Background: an optimization exercise with open tools, aiming at small area. Do not read the settings as production practice. Function was checked by simulation only, so behaviour that the tests miss may differ from the original. The clock port is modelled as an ideal driver, which makes a skipped or thinned clock tree look cheaper than it is; a real chip needs a root buffer or a tree. No activity file was given, so power comes from the tool's default toggle rates.

// Square_wave
module Square_wave
(
 output wire [13:0]DA_Data,
 output wire DA_Clock,
 input wire Sys_Clock,
 input wire nReset
);
==> module Square_wave, before the edit <==
module Square_wave
(
 output wire [13:0]DA_Data,
 output wire DA_Clock,
 input wire Sys_Clock,
 input wire nReset
);
reg ja, jb, jc;
always @(posedge Sys_Clock or negedge nReset)
  if (!nReset) begin
    ja <= 1'b0; jb <= 1'b0; jc <= 1'b1;
  end else begin
    ja <= jc; jb <= ja; jc <= ~jb;
  end
assign DA_Clock = jc;
reg [5:0] n;
reg [4:0] h;
reg [5:0] p;
reg       ce;       
reg [6:0] lvb;      
wire c6  = &p;                     
wire b   = c6 & ~(|h);             
wire ovf = b & (&n);               
wire [5:0] nn = n + {5'd0, b};
wire ld  = b & (ce | (&n));        
wire bend = ce & n[5] & n[2] & n[0] & ~h[2] & ~h[1] & h[3] & h[0] & p[4] & p[3] & p[2] & p[1];
always @(posedge Sys_Clock or negedge nReset)
  if (!nReset) begin
    n <= 6'd0; h <= 5'd0; p <= 6'd9; ce <= 1'b1; lvb <= 7'h7f;
  end else begin
    if (bend) begin
      n <= 6'd0; h <= 5'd31; p <= 6'd1;
    end else begin
      p <= (c6 & (ce | ovf)) ? 6'd10 : p + 6'd1;
      h <= ld ? nn[5:1] : h - {4'd0, c6};
      n <= nn;
    end
    if (bend) ce <= 1'b0;
    else if (ovf) ce <= 1'b1;
    if (ce & b & n[0]) lvb <= lvb - 7'd1;
  end
wire off = ~ce | n[0];             
assign DA_Data = {6'd0, ~(lvb | {7{off}}), 1'b0};
endmodule
export LEC_CHECK = 0
export CAP_MARGIN = 20
export CORE_MARGIN = 2
export CORE_UTILIZATION = 40
export SLEW_MARGIN = 20
create_clock -name core_clock -period 9.25 [get_ports {Sys_Clock}]
standard.sh (not shown) runs the stock make flow with config.mk's settings and CLKGATE_MAP_FILE= SYNTH_SCRIPT=/design/flow/synth_recipe.tcl, a recipe that flattens the netlist after the stock synthesis.
==> flow/flow/run.sh <==
#!/bin/bash
# ORFS's standard layout (standard.sh), with these changes to how it is made:
#  - synthesis maps the logic with an area-oriented ABC script (flow/abc_area.script)
#    and without Yosys's full-adder extraction; flip-flops are mapped as before;
#  - port buffers: sky130_fd_sc_hd__buf_1 on the outputs, buf_4 on the input;
#  - clock tree: a single clkbuf_16 drives all the registers (flow/cts_single.tcl);
#  - one tie cell for all the constant outputs.
# Each tool's output is in orfs/logs/ (ORFS's own per-step logs) and standard.log.
set -euo pipefail
W=$(pwd)
rm -rf "$W/scripts"
cp -r "$FLOW_HOME/scripts" "$W/scripts"
cp "$W/flow/abc_area.script" "$W/scripts/abc_speed.script"
cp "$W/flow/abc_area.script" "$W/scripts/abc_area.script"
python3 - "$W/scripts" "$W/flow/cts_single.tcl" <<'PY'
import sys
d, cts = sys.argv[1], sys.argv[2]
def patch(name, old, new):
    f = d + "/" + name
    s = open(f).read()
    assert old in s, (name, old)
    open(f, "w").write(s.replace(old, new))
patch("global_place.tcl", "buffer_ports {*}[env_var_or_empty BUFFER_PORTS_ARGS]",
      "buffer_ports -inputs -buffer_cell sky130_fd_sc_hd__buf_4\n    buffer_ports -outputs -buffer_cell sky130_fd_sc_hd__buf_1")
patch("cts.tcl", "log_cmd clock_tree_synthesis {*}$cts_args", "source " + cts)
PY
export SCRIPTS_DIR="$W/scripts"
export ADDER_MAP_FILE=
export SKIP_REPAIR_TIE_FANOUT=1
export FLOW_CLK_PORT=Sys_Clock
bash standard.sh > "$W/standard.log" 2>&1
Other scripts of this flow, unchanged in this note and not shown: flow/flow/abc_area.script, flow/flow/cts_single.tcl
Next try:
--- a/flow/design.v
+++ b/flow/design.v
@@ -18,20 +18,22 @@
 reg [5:0] p;
 reg       ce;       
 reg [6:0] lvb;      
-wire c6  = &p;                     
+wire pz  = ~(p[4] | p[2] | p[1] | p[0]);
+wire fb  = p[5] ^ p[0] ^ (pz & (~p[3] | ce));
+wire c6  = (p == 6'd22);           
 wire b   = c6 & ~(|h);             
 wire ovf = b & (&n);               
 wire [5:0] nn = n + {5'd0, b};
 wire ld  = b & (ce | (&n));        
-wire bend = ce & n[5] & n[2] & n[0] & ~h[2] & ~h[1] & h[3] & h[0] & p[4] & p[3] & p[2] & p[1];
+wire bend = ce & n[5] & n[2] & n[0] & ~h[2] & ~h[1] & h[3] & h[0] & ~p[5] & p[2] & p[1];
 always @(posedge Sys_Clock or negedge nReset)
   if (!nReset) begin
-    n <= 6'd0; h <= 5'd0; p <= 6'd9; ce <= 1'b1; lvb <= 7'h7f;
+    n <= 6'd0; h <= 5'd1; p <= 6'd22; ce <= 1'b1; lvb <= 7'h7f;
   end else begin
     if (bend) begin
-      n <= 6'd0; h <= 5'd31; p <= 6'd1;
+      n <= 6'd0; h <= 5'd31; p <= 6'd25;
     end else begin
-      p <= (c6 & (ce | ovf)) ? 6'd10 : p + 6'd1;
+      p <= {p[4:0], fb};
       h <= ld ? nn[5:1] : h - {4'd0, c6};
       n <= nn;
     end
After rerunning: Wire length went up by 0.52%; power went up by 0.68%; global-route usage went down by 0.37 points; die area went down by 1.5%; register-to-register slack gets worse by 0.24 ns; worst setup slack gets worse by 0.24 ns; sequential power hardly moves; utilization went down by 0.69 points.
In every run of this note, the design's own scripts or RTL, not TritonCTS, make the clock network.

-- what the ideal ports hide --
No port has a modelled driver above. Below, the same layouts with a new extraction and two added sets of constraints. Step 1: set_driving_cell puts a clkbuf_16 on Sys_Clock and a buf_2 on each other input, an assumption about the parent block. Step 2, shift: input delay + t, output delay - t, t = (earliest + latest rising clock arrival at the registers) / 2. This alone moves slack from input paths to output paths. Three values: no drivers, after step 1, after step 2; two values: the first two.
run	t, ns	setup slack, ns	slew at the worst register clock pin (ns)
the first run	0.184	5.845 / 5.845 / 5.845	0.10 / 0.10
the second run	0.189	5.605 / 5.605 / 5.605	0.10 / 0.10
After both steps every run listed still meets setup and hold.
